From an optimization exercise on the open Yosys and OpenROAD flow, aimed at small area, a short achievable clock period and few clock cycles per item; shortcuts taken in it are not production practice.
At most, simulation tests tie the RTL to the original design; equivalence was not proved.
No functional check of the RTL was part of run 1.
Power and IR drop assume default switching activity.

### flow/run.sh
#!/bin/bash
# Layout: the standard flow (standard.sh), with its synthesis unchanged and
# these ORFS settings for the later steps:
#  - port buffers of the smallest plain buffer (the resizer sizes them up as
#    timing needs) instead of the default delay-cell buffers;
#  - clock tree synthesis without dummy loads.
set -uo pipefail
EXTRA=("BUFFER_PORTS_ARGS=-buffer_cell sky130_fd_sc_hd__buf_1" "CTS_ARGS=-sink_clustering_enable -repair_clock_nets -dont_use_dummy_load -buf_list sky130_fd_sc_hd__clkbuf_8")
bash standard.sh synth > synth.log 2>&1 || { tail -n 30 synth.log; exit 1; }
bash standard.sh "${EXTRA[@]}" finish > layout.log 2>&1 || { tail -n 30 layout.log; exit 1; }
### standard.sh
#!/bin/bash
# synth_recipe.tcl (not shown) runs the flow's synth.tcl, then flattens the netlist and writes it again
# the make line also repeats each setting of config.mk as NAME=value (left out here)
make -C /OpenROAD-flow-scripts/flow DESIGN_CONFIG=/design/flow/config.mk WORK_HOME=/design/flow/orfs CLKGATE_MAP_FILE= SYNTH_SCRIPT=/design/flow/synth_recipe.tcl "${@:-finish}"
### config.mk
export PLATFORM = sky130hd
export DESIGN_NAME = crc_code_faulty_memory
export DESIGN_NICKNAME = crc_code_faulty_memory
export VERILOG_FILES = /design/flow/design.v
export SDC_FILE = /design/flow/constraint.sdc
export NUM_CORES = 4
export LEC_CHECK = 0
export CAP_MARGIN = 20
export CORE_MARGIN = 2
export CORE_UTILIZATION = 70
export PLACE_DENSITY = 0.8
export SETUP_SLACK_MARGIN = 4.0
export SLEW_MARGIN = 20
### constraint.sdc
create_clock -name core_clock -period 6.0 [get_ports {clk}]
set_input_delay 1.2000 -clock core_clock [delete_from_list [all_inputs] [get_ports {clk}]]
set_output_delay 1.2000 -clock core_clock [all_outputs]
set_load 0.01 [all_outputs]
### design.v
module crc_code_faulty_memory(
    input clk,
    input rst,
    input write,
    input read,
    input [7:0] data_in,
    input [3:0] addr_in,
    input [3:0] fault_addr,
    input [1:0] burst_error_length,
    input fault_enable,
    output mem_write_busy,
    output read_busy,
    output data_valid,
    output error_detected,
    output completed,
    output [7:0] data_out
);
    reg [7:0] mem [0:15];
    always @(posedge clk) begin
        if (write)
            mem[addr_in] <= data_in;
    end
    reg       rd_p;
    reg [3:0] addr_p;
    reg [3:0] fault_addr_p;
    reg [1:0] burst_len_p;
    reg       fault_en_p;
    always @(posedge clk or posedge rst) begin
        if (rst)
            rd_p <= 1'b0;
        else
            rd_p <= read;
    end
    always @(posedge clk) begin
        addr_p       <= addr_in;
        fault_addr_p <= fault_addr;
        burst_len_p  <= burst_error_length;
        fault_en_p   <= fault_enable;
    end
    wire [4:0] burst_end = {1'b0, fault_addr_p} + {3'b000, burst_len_p};
    reg  [7:0] dmask;
    integer j;
    always @(*) begin
        for (j = 0; j < 8; j = j + 1)
            dmask[j] = fault_en_p && (fault_addr_p <= j + 4) && (burst_end >= j + 4);
    end
    wire err = fault_en_p && (fault_addr_p < 4'd12);
    reg       done_r, valid_r, error_r;
    reg [7:0] data_r;
    always @(posedge clk or posedge rst) begin
        if (rst) begin
            done_r  <= 1'b0;
            valid_r <= 1'b0;
            error_r <= 1'b0;
        end else begin
            done_r  <= rd_p;
            valid_r <= rd_p & ~err;
            error_r <= rd_p & err;
        end
    end
    always @(posedge clk) begin
        data_r <= mem[addr_p] ^ dmask;
    end
    assign mem_write_busy = 1'b0;
    assign read_busy      = 1'b0;
    assign completed      = done_r;
    assign data_valid     = valid_r;
    assign error_detected = error_r;
    assign data_out       = data_r;
endmodule
==> results of run 1 <==
[cells by family after synthesis]
family                     synth area share
AOI/OAI and AO/OA                    0.0487
buffers and inverters                0.0268
DFF                                   0.723
adders and majority gates           0.00753
other                              0.000627
and+or+nand+nor                      0.0510
muxes                                 0.131
xor gates and xnor gates             0.0117
[what timing repair did]
item                                    in CTS  in global routing
setup buffers                                6                  7
cloned                                       0                  1
pin swaps                                    3                  6
endpoints found under the setup margin     139                 62
endpoints found under the hold margin        0                  0
resized for setup                           22                 46
[layout by cell type (no fill, tap or decap), types with 7 or more instances in the layout]
master and instances:
a21oi_1 7, buf_1 17, buf_4 8, buf_6 9, clkbuf_8 17, dfxtp_1 9
dfxtp_2 9, edfxtp_1 128, mux2i_1 19, mux4_1 8, mux4_2 16, nand2_1 7
nor2_4 12, nor2b_1 8
[through the flow]
step           std cells  hold slack (ns)  power (mW)  worst slack, ns
3_3_place_gp         452            0.378        1.35             3.25
3_5_place_dp         452            0.394        1.35             3.14
6_report             483            0.413        1.93             3.87
5_1_grt              483            0.423        1.98             3.83
4_1_cts              475            0.408        1.90             3.86
2_1_floorplan        329            0.361        1.30             3.70
[power by group through the flow]
stage	Clock [mW]	Combinational (mW)	Sequential, mW
final	0.558	0.177	1.19
after global routing	0.594	0.190	1.20
after CTS	0.561	0.148	1.19
after detailed placement	0	0.139	1.21
after global placement	0	0.136	1.21
after floorplan	0	0.0966	1.21
[layout make-up]
type	instances	area, µm²
sequential	151	4340
multi-input combinational	159	1700
fill	383	1400
timing repair buffer	49	443
clock buffer	17	234
tap	105	131
inverter	2	7.51
[registers in the layout (all words and copies together) (netlist names), named ones only]
name          count
burst_len_p       2
data_r            8
done_r            1
error_r           1
fault_addr_p      4
fault_en_p        1
mem             128
rd_p              1
valid_r           1
[per-layer routing]
metal,up-vias,routed length (µm),GRT usage
li1,1396,-,-
met1,1613,4670,0.358
met2,216,6430,0.430
met3,24,1110,0.0690
met4,0,247,0.130
met5,-,0,0
[worst paths after layout]
check | start | end | slack (ns) | cells after the start
max in group asynchronous | rst | done_r | 5.24 | 2
worst min register to register | rd_p | done_r | 0.41 | 0
worst max register to register | fault_addr_p[0] | data_r[7] | 3.97 | 7
worst max-delay path | done_r | completed | 3.87 | 1
worst min-delay path | rd_p | done_r | 0.41 | 0
min in group asynchronous | rst | error_r | 0.62 | 2
==> impl_metrics.toml, run 1 <==
[sta]
relSlewSlack = 0.386
finalHoldViolCount = 0
setup_viol_count_final = 0
slew_viol_final = 0
max_freq_mhz = 469
tightest_slew_ns = 0.922
layout_min_cycle_time_ns = 2.13
rsz0062_at_grt = "yes"
fin_skew_ns = 0.0346
period_share = 0.355
finalSetupTns_ns = 0

[floorplanning]
start_util = 0.725
fp-row-count = 33
die_area_um2 = 9300
design.portCount = 36
core_area_um2 = 8260
die_x_um = 96.5
dieHeight_um = 96.5

[pwr]
irDropWorstVdd_mv = 0.228
p_leak_nw = 2.29
swShare = 0.220
combPwrFrac = 0.092
intPower_mw = 1.50
seqPwrFrac = 0.619
p_per_area_nw_per_um2 = 281
p_clk_frac = 0.289
net-switching-power_mw = 0.424

[setup_path]
slowest_stage = "dfrtp_1"
crit_path_end_kind = "output pin"
worst_setup_path_start_kind = "flip-flop"
cp.required_ns = 4.80
cp_cell_sequence = "buf_6"
crit_family = "flip-flops"
crit_buf_inv = 1
critPathMaxFanout = 1
arrival_ns = 0.93
timing.critical_path.slowest_cell_delay_ns = 0.38
path_class = "reg -> out"

[logic_synthesis]
ys_seq_area_frac = 0.723
ys_warn_count = 1
synth_most_common_cell = "edfxtp_1"
syn_area_um2 = 5980
postSynthAreaPerCell_um2 = 18.2
synthArstFlopShare = 0.0265
synth_edf_count = 128
yosysTopAreaCell = "edfxtp_1"
synth_top_flop_cell = "edfxtp_1"
ys_types = 48
synth_cells = 328
ys_seq_elements = 151
ys_top_cells_by_area = "edfxtp_1, dfxtp_1, mux4_2"
synth_top_area_share = 0.642
synth_common_cells = "edfxtp_1, dfxtp_1, mux2i_1"

[routing]
wl_per_cell_um = 25.8
firstDrtPassIters = 5
dr_total_vias = 3249
wl_mm = 12.5
first_iter_violations = 327
ant_nets = 0
drc = 0
vias_per_cell = 6.73

[global_route]
overflow = 0
grt_max_degree = 38
grt_pass1_wl_mm = 16.7
grt.total_usage = 0.271
antenna_found_initial = 0
grt_pass1_vias = 3019

[cts]
clockBufferDepth = 2
clkSinkCount = 151
ctsHoldBuffers = 0
clockRootBuffer = "clkbuf_8"
path_clk_slew_ns = 0.06
clk_latency_ns = 0.45
htree_levels = 4
cts_buffers = 17
cts_tree = "built"

[place]
placed_area_um2 = 6230
io_buffers = 33
gp_congestion = 0.806
dp.final_hpwl_mm = 7.16

[hold_path]
min_path_type = "reg -> reg"

[finish]
syn2layout_area_growth_pct = 14.6
drive_gt1_frac = 0.286
post-route-util = 0.830
nets = 406
antenna_cells = 0
final_cell_area_um2 = 6860

[status]
status = "timing/DRC/antenna clean"

[run]
drv_cap = 0
==> run 2, diff against run 1 <==
--- a/design.v
+++ b/design.v
@@ -15,13 +15,10 @@
     output completed,
     output [7:0] data_out
 );
-    reg [7:0] mem [0:15];
-    always @(posedge clk) begin
-        if (write)
-            mem[addr_in] <= data_in;
-    end
+    reg       wr_p;
     reg       rd_p;
     reg [3:0] addr_p;
+    reg [7:0] wdata_p;
     reg [3:0] fault_addr_p;
     reg [1:0] burst_len_p;
     reg       fault_en_p;
@@ -32,10 +29,17 @@
             rd_p <= read;
     end
     always @(posedge clk) begin
+        wr_p         <= write;
         addr_p       <= addr_in;
+        wdata_p      <= data_in;
         fault_addr_p <= fault_addr;
         burst_len_p  <= burst_error_length;
         fault_en_p   <= fault_enable;
+    end
+    reg [7:0] mem [0:15];
+    always @(posedge clk) begin
+        if (wr_p)
+            mem[addr_p] <= wdata_p;
     end
     wire [4:0] burst_end = {1'b0, fault_addr_p} + {3'b000, burst_len_p};
     reg  [7:0] dmask;
@@ -48,18 +52,15 @@
     reg       done_r, valid_r, error_r;
     reg [7:0] data_r;
     always @(posedge clk or posedge rst) begin
-        if (rst) begin
-            done_r  <= 1'b0;
-            valid_r <= 1'b0;
-            error_r <= 1'b0;
-        end else begin
-            done_r  <= rd_p;
-            valid_r <= rd_p & ~err;
-            error_r <= rd_p & err;
-        end
+        if (rst)
+            done_r <= 1'b0;
+        else
+            done_r <= rd_p;
     end
     always @(posedge clk) begin
-        data_r <= mem[addr_p] ^ dmask;
+        valid_r <= rd_p & ~err;
+        error_r <= rd_p & err;
+        data_r  <= mem[addr_p] ^ dmask;
     end
     assign mem_write_busy = 1'b0;
     assign read_busy      = 1'b0;
--- a/config.mk
+++ b/config.mk
@@ -9,5 +9,5 @@
 export CORE_MARGIN = 2
 export CORE_UTILIZATION = 70
 export PLACE_DENSITY = 0.8
-export SETUP_SLACK_MARGIN = 4.0
+export SETUP_SLACK_MARGIN = 3.8
 export SLEW_MARGIN = 20
==> run 2 against run 1 <==
  * Maximum frequency grew 0.21%
  * Largest power group unchanged
  * Still clean on timing, DRC and antenna
  * Critical endpoint is now data_r[6]
  * Routed wire length down 16%
  * Clock power barely moved
  * Sequential cell count grew 9
  * Cell area down 6.3%
==> impl_metrics.toml, run 2 <==
[status]
status = "timing/DRC/antenna clean"

[logic_synthesis]
ys_top_cells_by_area = "edfxtp_1, mux4_2, dfxtp_1"
synth_top_family_by_area = "multiplexers"
ys_warn_count = 1
synth-compound-area-share = 0.0407
synthArstFlopShare = 0.0125
ys_types = 38
postSynthAreaPerCell_um2 = 18.9
synth_edf_count = 128
synth_most_common_cell = "edfxtp_1"
synth_common_cells = "edfxtp_1, mux4_2, dfxtp_1"
synth-xor-area-share = 0.0132
ys_seq_elements = 160
synthAdderAreaFrac = 0.00755
synth_cells = 316
yosysTopAreaCell = "edfxtp_1"
synth_top_flop_cell = "edfxtp_1"
yosys.area_share.simple = 0.0444
syn_area_um2 = 5970
synthMuxAreaShare = 0.124
synth_top_area_share = 0.644
ys_seq_area_frac = 0.753

[setup_path]
r2r-end = "data_r[6]"
crit_buf_inv = 0
arrival_ns = 2.43
rr_worst_depth = 6
cp_cell_sequence = "ha_1, fa_1, o21ai_0, a211oi_1, o21ai_0, xnor2_1"
r2r_slack_ns = 3.87
crit_path_end_kind = "flip-flop"
timing.critical_path.slowest_cell_delay_ns = 0.67
crit_family = "adder cells"
cpMostUsedCell = "o21ai_0"
path_class = "reg -> reg"
r2r-start = "fault_addr_p[0]"
critPathMaxFanout = 9
worst_setup_path_start_kind = "flip-flop"
slowest_stage = "fa_1"
cp.required_ns = 6.30

[hold_path]
whs_endpoint = "done_r"
min_from = "rd_p"
min_path_type = "reg -> reg"
holdPathStages = 0

[routing]
firstDrtPassIters = 5
drc = 0
wl_per_cell_um = 22.7
dr_total_vias = 2918
wl_mm = 10.5
ant_nets = 0
vias_per_cell = 6.33
first_iter_violations = 239

[pwr]
net-switching-power_mw = 0.401
p_clk_frac = 0.288
intPower_mw = 1.54
p_leak_nw = 2.10
swShare = 0.207
seqPwrFrac = 0.650
p_per_area_nw_per_um2 = 302
combPwrFrac = 0.063
irDropWorstVdd_mv = 0.204

[sta]
max_freq_mhz = 470
period_share = 0.354
tightest_slew_ns = 0.880
layout_min_cycle_time_ns = 2.13
finalSetupTns_ns = 0
relSlewSlack = 0.411
setup_viol_count_final = 0
fin_skew_ns = 0.0402
slew_viol_final = 0
finalHoldViolCount = 0
rsz0062_at_grt = "no"

[place]
io_buffers = 33
dp.final_hpwl_mm = 7.05
placed_area_um2 = 6180
gp_congestion = 0.753

[cts]
clkSinkCount = 160
path_clk_slew_ns = 0.07
cts_tree = "built"
htree_levels = 4
cts_buffers = 17
clockBufferDepth = 2
clockRootBuffer = "clkbuf_8"
clk_latency_ns = 0.44

[finish]
reg_top3 = "mem x128, data_r x8, wdata_p x8"
antenna_cells = 0
final_common_cell = "edfxtp_1"
regMostFlops = "mem"
regArea_um2 = 4500
largest_register_ffs = 128
syn2layout_area_growth_pct = 7.65
layout_common_cells = "edfxtp_1, buf_1, mux4_2"
final_cell_area_um2 = 6430
nets = 384
drive_gt1_frac = 0.171
nFillCells = 440
multiInputGateArea_um2 = 1390

[floorplanning]
fp-row-count = 33
core_area_um2 = 8260
start_util = 0.723
die_area_um2 = 9280
design.portCount = 36
dieHeight_um = 96.3
die_x_um = 96.3

[global_route]
grt_pass1_wl_mm = 15.7
antenna_found_initial = 0
grt.total_usage = 0.246
grt_pass1_vias = 2926
overflow = 0
grt_max_degree = 40

[run]
drv_cap = 0
[run 2: logic make-up after synthesis]
group / after synthesis
flops: 160
simple gates: 55
buf+inv: 18
mux: 34
other cells: 1
compound gates: 36
fa+ha+maj: 3
xor+xnor: 9
[run 2: worst reg2reg max path, cell delays in order, from the launching register on]
cell,delay [ns]
dfxtp_1,0.35
ha_1,0.25
fa_1,0.67
o21ai_0,0.13
a211oi_1,0.27
o21ai_0,0.18
xnor2_1,0.16
[run 2: what timing repair did]
action,4_1_cts,5_1_grt
pin swaps,0,0
endpoints found under the setup margin,9,59
hold buffers,0,0
setup buffers,0,0
gates resized for setup,1,3
hold endpoints to repair,0,0
[run 2: final cells by class]
cell class,instances,share of cell area
multi-input combinational,139,0.216
tap,105,0.0204
inverter,1,0.000584
sequential,160,0.700
clock buffer,17,0.0364
timing repair buffer,39,0.0269
[run 2: worst max path at each step]
| stage | to | slack (ns) | from | cells after the start |
|---|---|---|---|---|
| after floorplan | data_r[6] | 4.10 | fault_addr_p[0] | 7 |
| after global placement | mem[11][2] | 3.84 | addr_p[0] | 3 |
| after detailed placement | mem[11][0] | 3.74 | addr_p[0] | 3 |
| after CTS | mem[3][3] | 3.77 | addr_p[0] | 3 |
| after global routing | mem[10][1] | 3.82 | addr_p[1] | 3 |
| final | data_r[6] | 3.87 | fault_addr_p[0] | 6 |
[run 2: through the flow]
stage	total power, mW	cells	hold WS (ns)	utilization	setup slack [ns]
after floorplan	1.36	317	0.361	-	4.10
after global placement	1.40	444	0.389	0.748	3.84
after detailed placement	1.41	444	0.398	0.748	3.74
after CTS	1.95	461	0.421	0.777	3.77
after global routing	2.00	461	0.424	0.778	3.82
final	1.94	461	0.411	0.778	3.87
[run 2: layer usage]
| metal | global-route usage | share of wire | vias up | routed length, µm |
|---|---|---|---|---|
| li1 | - | - | 1315 | - |
| met1 | 0.309 | 0.40 | 1463 | 4150 |
| met2 | 0.427 | 0.54 | 125 | 5660 |
| met3 | 0.0501 | 0.047 | 15 | 491 |
| met4 | 0.0939 | 0.015 | 0 | 162 |
| met5 | 0 | 0 | - | 0 |
[run 2: power groups by stage]
stage	Sequential, mW	Combinational, mW	Clock (mW)
final	1.26	0.121	0.558
after global routing	1.27	0.132	0.600
after CTS	1.26	0.121	0.566
after detailed placement	1.29	0.120	0
after global placement	1.28	0.117	0
after floorplan	1.28	0.0858	0
Testbench counts of run 2, summed over its fixed seeds: cycles 4,806, items 4,800.
==> run 3, diff against run 2 <==
--- a/config.mk
+++ b/config.mk
@@ -9,5 +9,5 @@
 export CORE_MARGIN = 2
 export CORE_UTILIZATION = 70
 export PLACE_DENSITY = 0.8
-export SETUP_SLACK_MARGIN = 3.8
+export SETUP_SLACK_MARGIN = 4.0
 export SLEW_MARGIN = 20
==> run 3 against run 2 <==
  * Largest power group unchanged
  * Largest cell class unchanged
  * Sequential cell count stayed put
  * Sequential power hardly changed
  * Final cell count is 0.22% higher
  * Synthesized cell count stayed put
  * Critical path depth is 5 lower
  * First-iteration DRC count is 8.8% lower
  * Clock-buffer cell count stayed put
  * Sequential share of layout area is 1.0 points lower
  * Synthesized area stayed put
  * Register-to-register slack better by 0.12 ns
  * Setup slack better by 0.019 ns
==> impl_metrics.toml, run 3 <==
[routing]
wl_mm = 10.6
dr_total_vias = 2971
firstDrtPassIters = 5
vias_per_cell = 6.43
ant_nets = 0
first_iter_violations = 218
wl_per_cell_um = 22.9
drc = 0

[logic_synthesis]
synthArstFlopShare = 0.0125
ys_seq_elements = 160
synth_cells = 316
synth_top_flop_cell = "edfxtp_1"
ys_top_cells_by_area = "edfxtp_1, mux4_2, dfxtp_1"
yosysTopAreaCell = "edfxtp_1"
ys_types = 38
synth_edf_count = 128
ys_warn_count = 1
synth_top_area_share = 0.644
synth_most_common_cell = "edfxtp_1"
syn_area_um2 = 5970
ys_seq_area_frac = 0.753
postSynthAreaPerCell_um2 = 18.9
synth_common_cells = "edfxtp_1, mux4_2, dfxtp_1"

[cts]
clockBufferDepth = 2
path_clk_slew_ns = 0.07
cts_buffers = 17
clk_latency_ns = 0.44
htree_levels = 4
clkSinkCount = 160
clockRootBuffer = "clkbuf_8"
cts_tree = "built"

[global_route]
global_route.usage.met3 = 0.0501
grt_pass1_wl_mm = 15.7
gr-usage-met1 = 0.309
overflow = 0
antenna_found_initial = 0
grt_pass1_vias = 2944
grt_busiest_layer = "met2"
grt_max_degree = 40
use_met2 = 0.429
grt.total_usage = 0.247

[finish]
final_cell_area_um2 = 6540
nets = 385
reg_top3 = "mem x128, data_r x8, wdata_p x8"
final_cells = 462
largest_register_ffs = 128
regMostFlops = "mem"
nFillCells = 424
antenna_cells = 0
post-route-util = 0.792
drive_gt1_frac = 0.255
final_common_cell = "edfxtp_1"
syn2layout_area_growth_pct = 9.56
layout_common_cells = "edfxtp_1, mux4_2, buf_1"

[setup_path]
timing.critical_path.slowest_cell_delay_ns = 0.36
arrival_ns = 0.91
worst_setup_path_start_kind = "flip-flop"
critPathMaxFanout = 1
slowest_stage = "dfrtp_1"
path_class = "reg -> out"
cp.required_ns = 4.80
crit_path_end_kind = "output pin"
cp_cell_sequence = "clkbuf_2"
crit_buf_inv = 1
crit_family = "flip-flops"

[status]
status = "timing/DRC/antenna clean"

[pwr]
p_leak_nw = 2.15
p_per_area_nw_per_um2 = 300
irDropWorstVdd_mv = 0.204
power_mw = 1.96

[sta]
relSlewSlack = 0.521
finalHoldViolCount = 0
slew_viol_final = 0
setup_viol_count_final = 0
rsz0062_at_grt = "yes"
layout_min_cycle_time_ns = 2.11
tightest_slew_ns = 0.716
layout_setup_ws_ns = 3.89
finalSetupTns_ns = 0
fin_skew_ns = 0.0413
fin_hold_ws_ns = 0.412
period_share = 0.351
max_freq_mhz = 475

[floorplanning]
design.portCount = 36
fp-row-count = 33
core_area_um2 = 8260
die_x_um = 96.3
dieHeight_um = 96.3
start_util = 0.723
die_area_um2 = 9280

[hold_path]
min_path_type = "reg -> reg"

[place]
gp_congestion = 0.753
dp.final_hpwl_mm = 7.05
io_buffers = 33
placed_area_um2 = 6180
dp_slack_ns = 3.74
dp.cells = 444

[run]
drv_cap = 0
[run 3: power breakdown]
part | switching (mW) | leakage [nW] | internal, mW
registers | 0.0288 | 1.43 | 1.24
logic | 0.0685 | 0.599 | 0.0695
clock network | 0.309 | 0.122 | 0.250
total | 0.407 | 2.15 | 1.55
[run 3: path summary, 6_finish.rpt]
check	from	endpoint	slack, ns	depth (start not counted)
max	done_r	completed	3.89	1
min	rd_p	done_r	0.41	0
max reg2reg	fault_addr_p[0]	data_r[5]	3.99	7
min reg2reg	rd_p	done_r	0.41	0
max in group asynchronous	rst	rd_p	5.30	2
min in group asynchronous	rst	done_r	0.59	2
[run 3: cell type report]
class / count / area, µm² / share of cell area
clock buffers: 17 / 234 / 0.0358
inverters: 1 / 3.75 / 0.000574
multi-input cells: 139 / 1410 / 0.216
flip-flops and latches: 160 / 4510 / 0.689
well taps: 105 / 131 / 0.0201
repair buffers: 40 / 250 / 0.0383
[run 3: metal layers]
metal | wire length [µm] | up-vias
li1 | - | 1318
met3 | 562 | 15
met2 | 5750 | 141
met5 | 0 | -
met1 | 4100 | 1497
met4 | 158 | 0
[run 3: logic make-up after synthesis]
logic type / Yosys count / share of synthesized area
multiplexers: 34 / 0.124
buffers and inverters: 18 / 0.0163
other: 1 / 0.000628
AO/OA/AOI/OAI: 36 / 0.0407
adder cells (fa/ha/maj): 3 / 0.00755
XOR/XNOR: 9 / 0.0132
AND/OR/NAND/NOR: 55 / 0.0444
flip-flops: 160 / 0.753
[run 3: what timing repair did]
| action | in CTS | in global routing |
|---|---|---|
| hold buffers | 0 | 0 |
| gates resized for setup | 31 | 16 |
| endpoints found under the setup margin | 98 | 40 |
| pin swaps | 1 | 0 |
| buffers inserted | 1 | 0 |
==> run 4, diff against run 3 <==
==> design.v (replaced) <==
module crc_code_faulty_memory(
    input clk,
    input rst,
    input write,
    input read,
    input [7:0] data_in,
    input [3:0] addr_in,
    input [3:0] fault_addr,
    input [1:0] burst_error_length,
    input fault_enable,
    output mem_write_busy,
    output read_busy,
    output data_valid,
    output error_detected,
    output completed,
    output [7:0] data_out
);
    reg [7:0] mem [0:15];
    always @(posedge clk) begin
        if (write)
            mem[addr_in] <= data_in;
    end
    wire [4:0] burst_end = {1'b0, fault_addr} + {3'b000, burst_error_length};
    reg  [7:0] dmask;
    integer j;
    always @(*) begin
        for (j = 0; j < 8; j = j + 1)
            dmask[j] = fault_enable && (fault_addr <= j + 4) && (burst_end >= j + 4);
    end
    wire err = fault_enable && (fault_addr < 4'd12);
    reg       done_r, valid_r, error_r;
    reg [7:0] data_r;
    always @(posedge clk or posedge rst) begin
        if (rst) begin
            done_r  <= 1'b0;
            valid_r <= 1'b0;
            error_r <= 1'b0;
        end else begin
            done_r  <= read;
            valid_r <= read & ~err;
            error_r <= read & err;
        end
    end
    always @(posedge clk) begin
        data_r <= mem[addr_in] ^ dmask;
    end
    assign mem_write_busy = 1'b0;
    assign read_busy      = 1'b0;
    assign completed      = done_r;
    assign data_valid     = valid_r;
    assign error_detected = error_r;
    assign data_out       = data_r;
endmodule
==> run.sh (new file) <==
#!/bin/bash
# synth_recipe.tcl (not shown) runs the flow's synth.tcl, then flattens the netlist and writes it again
# the make line also repeats each setting of config.mk as NAME=value (left out here)
make -C /OpenROAD-flow-scripts/flow DESIGN_CONFIG=/design/flow/config.mk WORK_HOME=/design/flow/orfs CLKGATE_MAP_FILE= SYNTH_SCRIPT=/design/flow/synth_recipe.tcl finish
--- a/config.mk
+++ b/config.mk
@@ -9,5 +9,5 @@
 export CORE_MARGIN = 2
 export CORE_UTILIZATION = 70
 export PLACE_DENSITY = 0.8
-export SETUP_SLACK_MARGIN = 4.0
+export SETUP_SLACK_MARGIN = 3.8
 export SLEW_MARGIN = 20
removed: flow/run.sh
removed: standard.sh
==> run 4 against run 3 <==
  * Still clean
  * Global-route usage is 14 points higher
  * First-iteration DRC count is 75% higher
  * Register-to-register slack better by 0.30 ns
  * Critical endpoint is now data_r[2]
==> impl_metrics.toml, run 4 <==
[logic_synthesis]
ys_types = 39
synth_top_flop_cell = "edfxtp_1"
synth_cells = 292
synth_top_area_share = 0.692
ys_seq_area_frac = 0.734
ys_top_cells_by_area = "edfxtp_1, mux4_2, dfxtp_1"
postSynthAreaPerCell_um2 = 19.0
yosysTopAreaCell = "edfxtp_1"
synthArstFlopShare = 0.0216
synth_most_common_cell = "edfxtp_1"
synth_edf_count = 128
synth_common_cells = "edfxtp_1, mux4_2, nor2_1"
ys_seq_elements = 139
syn_area_um2 = 5560
ys_warn_count = 1

[cts]
htree_levels = 4
clockBufferDepth = 2
ctsHoldBuffers = 0
clkSinkCount = 139
path_clk_slew_ns = 0.06
cts_tree = "built"
clockRootBuffer = "clkbuf_8"
cts_buffers = 17
clk_latency_ns = 0.53

[sta]
max_freq_mhz = 389
rsz0062_at_grt = "yes"
slew_viol_final = 0
fin_skew_ns = 0.0169
period_share = 0.428
layout_setup_ws_ns = 3.43
setup_viol_count_final = 0
tightest_slew_ns = 0.670
relSlewSlack = 0.552
layout_min_cycle_time_ns = 2.57
finalSetupTns_ns = 0
finalHoldViolCount = 0

[setup_path]
crit_path_end_kind = "flip-flop"
path_class = "in -> reg"
r2r-start = "mem[9][2]"
critPathLaunch = "burst_error_length[0]"
critPathMaxFanout = 5
crit_cells = 8
rr_worst_depth = 4
worst_setup_path_start_kind = "input pin"
cp_cell_sequence = "buf_6, ha_4, fa_2, buf_12, nor2b_4, o211ai_1, a21oi_2, xor2_2"
slowest_stage = "fa_2"
timing.critical_path.slowest_cell_delay_ns = 0.58
arrival_ns = 3.00
cp.required_ns = 6.43
crit_family = "adder cells"
crit_path_end = "data_r[2]"
r2r_slack_ns = 4.29
crit_buf_inv = 2
r2r-end = "data_r[2]"

[place]
dp.final_hpwl_mm = 6.80
dp.cells = 413
gp_congestion = 0.759
dp_slack_ns = 2.39
io_buffers = 33
placed_area_um2 = 6110

[finish]
nets = 376
largest_register_ffs = 128
layout_common_cells = "edfxtp_1, mux4_2, clkbuf_16"
drive_gt1_frac = 0.419
regMostFlops = "mem"
final_cell_area_um2 = 7020
final_cells = 465
final_common_cell = "edfxtp_1"
nFillCells = 222
syn2layout_area_growth_pct = 26.3
antenna_cells = 0
reg_top3 = "mem x128, data_r x8"

[pwr]
p_per_area_nw_per_um2 = 338
p_clk_frac = 0.444
intPower_mw = 1.82
irDropWorstVdd_mv = 0.280
net-switching-power_mw = 0.553
p_leak_nw = 2.38
swShare = 0.233
power_mw = 2.37
combPwrFrac = 0.091
seqPwrFrac = 0.464

[routing]
dr_total_vias = 3420
ant_nets = 0
drc = 0
firstDrtPassIters = 5
wl_mm = 15.2
vias_per_cell = 7.35
first_iter_violations = 382
wl_per_cell_um = 32.7

[run]
drv_cap = 0

[global_route]
antenna_found_initial = 0
grt_max_degree = 40
grt_pass1_wl_mm = 22.4
grt.total_usage = 0.382
grt_pass1_vias = 3345
overflow = 0

[floorplanning]
start_util = 0.719
fp-row-count = 32
design.portCount = 36
dieHeight_um = 93.1
core_area_um2 = 7730
die_x_um = 93.1
die_area_um2 = 8670

[status]
status = "timing/DRC/antenna clean"

[hold_path]
min_path_type = "reg -> reg"
## run 4: cell types whose count changed in the layout (fill, tap and decap cells not counted), moves of 11 or more
cell	previous run	this run
clkbuf_8	17	1
clkbuf_16	0	16
dfxtp_1	20	3
nor2_4	0	12
buf_1	22	0
clkdlybuf4s50_1	0	11
## run 4: cell families after synthesis
logic type / count (synthesis) / synth area share
DFF: 139 / 0.734
and+or+nand+nor: 55 / 0.0489
AOI/OAI and AO/OA: 36 / 0.0475
muxes: 33 / 0.131
buffers and inverters: 17 / 0.0169
xor gates and xnor gates: 8 / 0.0126
adders and majority gates: 3 / 0.00810
other: 1 / 0.000675
## run 4: what timing repair did
| action | CTS | global route |
|---|---|---|
| setup endpoints to repair | 147 | 59 |
| hold endpoints to repair | 0 | 0 |
| cloned | 1 | 0 |
| pin swaps | 17 | 14 |
| setup buffers | 19 | 0 |
| resized for setup | 99 | 19 |
## run 4: stage by stage
step | util | hold slack (ns)
finish | 0.908 | 0.793
global route | 0.908 | 0.819
CTS | 0.900 | 0.818
detailed placement | 0.790 | 0.766
global placement | 0.790 | 0.763
floorplan | - | 0.727
## run 4: how the worst min path moves through the flow
stage	start	end	slack, ns	cells after the start
after floorplan	mem[6][4]	data_r[4]	0.73	4
after global routing	mem[12][5]	data_r[5]	0.82	4
after detailed placement	mem[7][4]	data_r[4]	0.77	4
final	mem[12][5]	data_r[5]	0.79	4
after CTS	mem[14][5]	data_r[5]	0.82	4
after global placement	mem[14][1]	data_r[1]	0.76	4
## run 4: metal layers
metal,vias to the layer above,wire length [µm],track usage
met4,0,698,0.150
met5,-,0,0
met1,1691,5110,0.508
met3,71,1720,0.0967
met2,355,7680,0.623
li1,1303,-,-
## run 4: layout make-up
type | count | area [µm²] | area share
Tap cell | 102 | 128 | 0.0182
Sequential cell | 139 | 4090 | 0.582
Clock buffer | 17 | 414 | 0.0590
Clock inverter | 15 | 174 | 0.0248
Multi-Input combinational cell | 137 | 1670 | 0.238
Timing Repair Buffer | 54 | 546 | 0.0777
Inverter | 1 | 3.75 | 0.000535
## run 4: power by group through the flow
stage / registers, mW / clock network, mW / logic [mW]
2_1_floorplan: 1.12 / 0 / 0.104
6_report: 1.10 / 1.05 / 0.216
4_1_cts: 1.10 / 1.04 / 0.194
5_1_grt: 1.10 / 1.09 / 0.225
3_3_place_gp: 1.11 / 0 / 0.165
3_5_place_dp: 1.12 / 0 / 0.169
## run 4: worst reg2reg max path, stage by stage (launching register included)
cell and delay, ns:
edfxtp_1 0.45, mux4_2 0.52, a22oi_1 0.23, nand2_1 0.17
xor2_2 0.20
Testbench counts of run 4, summed over its fixed seeds: cycles 4,800, items 4,800.
==> run 5, diff against run 4 <==
--- a/config.mk
+++ b/config.mk
@@ -7,7 +7,6 @@
 export LEC_CHECK = 0
 export CAP_MARGIN = 20
 export CORE_MARGIN = 2
-export CORE_UTILIZATION = 70
-export PLACE_DENSITY = 0.8
-export SETUP_SLACK_MARGIN = 3.8
+export CORE_UTILIZATION = 40
+export PLACE_DENSITY = 0.6
 export SLEW_MARGIN = 20
==> run 5 against run 4 <==
  * Power down 8.4%
  * Hold slack improved by 0.0047 ns
  * Still clean
  * Cell area down 6.4%
  * Register-to-register slack improved by 0.08 ns
  * Clock skew is 0.0090 ns lower
  * Critical path type unchanged
  * Core utilization fell by 43 points
  * First-iteration DRC count fell by 54%
  * Largest power group unchanged
  * Sequential power barely moved
==> impl_metrics.toml, run 5 <==
[status]
status = "timing/DRC/antenna clean"

[floorplanning]
die_x_um = 122
design.portCount = 36
fp-row-count = 43
start_util = 0.405
dieHeight_um = 122
die_area_um2 = 14900
core_area_um2 = 13700

[setup_path]
crit_path_end_kind = "flip-flop"
arrival_ns = 3.60
critPathMaxFanout = 21
rr_worst_depth = 4
path_class = "in -> reg"
cp.required_ns = 6.04
worst_setup_path_start_kind = "input pin"

[finish]
final_cell_area_um2 = 6570
reg_top3 = "mem x128, data_r x8"
regMostFlops = "mem"
final_common_cell = "edfxtp_1"
largest_register_ffs = 128
drive_gt1_frac = 0.192
nFillCells = 1149
layout_common_cells = "edfxtp_1, mux4_2, clkdlybuf4s50_1"
nets = 358
syn2layout_area_growth_pct = 18.3
antenna_cells = 0

[pwr]
power_mw = 2.17
p_per_area_nw_per_um2 = 330
combPwrFrac = 0.075
irDropWorstVdd_mv = 0.245
intPower_mw = 1.72
seqPwrFrac = 0.504
p_clk_frac = 0.420
p_leak_nw = 2.12
net-switching-power_mw = 0.451
swShare = 0.208

[place]
dp.final_hpwl_mm = 7.34
placed_area_um2 = 6040
io_buffers = 33
gp_congestion = 0.869

[logic_synthesis]
yosysTopAreaCell = "edfxtp_1"
ys_warn_count = 1
synth_top_flop_cell = "edfxtp_1"
synth_top_area_share = 0.692
synth_most_common_cell = "edfxtp_1"
synth_edf_count = 128
synth_common_cells = "edfxtp_1, mux4_2, nor2_1"
syn_area_um2 = 5560
postSynthAreaPerCell_um2 = 19.0
ys_types = 39
ys_top_cells_by_area = "edfxtp_1, mux4_2, dfxtp_1"
synthArstFlopShare = 0.0216
synth_cells = 292
ys_seq_elements = 139
ys_seq_area_frac = 0.734

[sta]
period_share = 0.595
slew_viol_final = 0
layout_min_cycle_time_ns = 3.57
fin_skew_ns = 0.00791
relSlewSlack = 0.326
max_freq_mhz = 280
setup_viol_count_final = 0
finalSetupTns_ns = 0
tightest_slew_ns = 1.01
rsz0062_at_grt = "no"
finalHoldViolCount = 0

[routing]
drc = 0
ant_nets = 0
vias_per_cell = 5.42
wl_per_cell_um = 21.4
first_iter_violations = 174
wl_mm = 11.2
dr_total_vias = 2836
firstDrtPassIters = 5

[cts]
clockRootBuffer = "clkbuf_16"
ctsHoldBuffers = 0
cts_setup_buffers = 0
clk_latency_ns = 0.41
cts_buffers = 17
path_clk_slew_ns = 0.05
clockBufferDepth = 2
cts_resized = 0
cts_tree = "built"
htree_levels = 4
clkSinkCount = 139

[global_route]
grt.total_usage = 0.163
grt_max_degree = 40
overflow = 0
grt_pass1_vias = 2957
grt_pass1_wl_mm = 17.0
antenna_found_initial = 0

[hold_path]
holdPathStages = 4
min_path_type = "reg -> reg"

[run]
drv_cap = 0
run 5: cell type report:
type / instances / area [µm²] / share of cell area
timing repair buffer: 36 / 345 / 0.0525
clock buffer: 20 / 437 / 0.0664
clock inverter: 10 / 78.8 / 0.0120
multi-input combinational: 137 / 1400 / 0.214
tap: 180 / 225 / 0.0343
inverter: 1 / 3.75 / 0.000571
sequential: 139 / 4080 / 0.621
run 5: cells by family after synthesis:
logic type                 share of synthesized area
AOI/OAI and AO/OA                             0.0475
xor gates and xnor gates                      0.0126
adders and majority gates                    0.00810
buffers and inverters                         0.0169
DFF                                            0.734
muxes                                          0.131
other                                       0.000675
and+or+nand+nor                               0.0489
run 5: layer usage:
metal | vias up | global-route usage | wire (µm)
met2 | 119 | 0.261 | 5620
met4 | 0 | 0.0611 | 149
met1 | 1444 | 0.215 | 4620
met5 | - | 0 | 0
met3 | 12 | 0.0445 | 810
li1 | 1261 | - | -
run 5: worst paths after layout:
path                             from   endpoint  slack, ns
hold reg to reg            mem[15][0]  data_r[0]       0.80
setup / recovery           addr_in[1]  mem[3][0]       2.43
max in group asynchronous         rst    valid_r       4.90
setup reg to reg            mem[2][6]  data_r[6]       4.37
min in group asynchronous         rst    error_r       0.97
hold / removal             mem[15][0]  data_r[0]       0.80
run 5: critical path: stages:
cell and delay [ns]:
clkdlybuf4s50_1 1.13, buf_4 0.43, nand2_1 0.18, nor2_1 0.64
run 5: power by group through the flow:
stage                     clock network, mW  logic (mW)  registers, mW
after floorplan                           0      0.0861           1.12
after global placement                    0       0.163           1.11
after detailed placement                  0       0.165           1.12
after CTS                             0.931       0.166           1.10
after global routing                  0.974       0.178           1.10
final                                 0.912       0.164           1.09
run 5: per-stage QoR:
| step | setup WS [ns] | instances | hold slack (ns) | utilization |
|---|---|---|---|---|
| floorplan | 3.24 | 293 | 0.732 | - |
| global placement | 2.10 | 492 | 0.774 | 0.440 |
| detailed placement | 1.99 | 492 | 0.798 | 0.440 |
| CTS | 2.42 | 522 | 0.804 | 0.478 |
| global route | 2.22 | 523 | 0.837 | 0.479 |
| finish | 2.43 | 523 | 0.797 | 0.479 |

re-timing with driven ports:
No port has a modelled driver above. Below, the same layouts with a new extraction and two added sets of constraints. Step 1, drivers: a clkbuf_16 drives clk and a buf_2 each remaining input, both assumed. Step 2 adds t to the input delays and takes it off the output delays; t is the mean of the earliest and latest rising clock arrival at the registers after step 1. Input paths then give back, and output paths get back, about the clock's delay inside the block. a / b / c = ideal ports / drivers / drivers and shift; a / b = the first two.
run | t (ns) | setup slack, ns | worst data-port slew with drivers (ns)
run 1 | 0.467 | 3.870 / 3.836 / 3.513 | 0.05
run 2 | 0.449 | 3.874 / 3.866 / 3.874 | 0.04
run 3 | 0.453 | 3.893 / 3.858 / 3.995 | 0.04
run 4 | 0.559 | 3.431 / 3.422 / 2.863 | 0.12
run 5 | 0.447 | 2.432 / 2.445 / 1.998 | 0.03
After both steps every run listed still meets setup and hold. For run 4, which loses most, drivers alone change the setup slack by -0.009 ns; drivers and shift together by -0.568 ns.
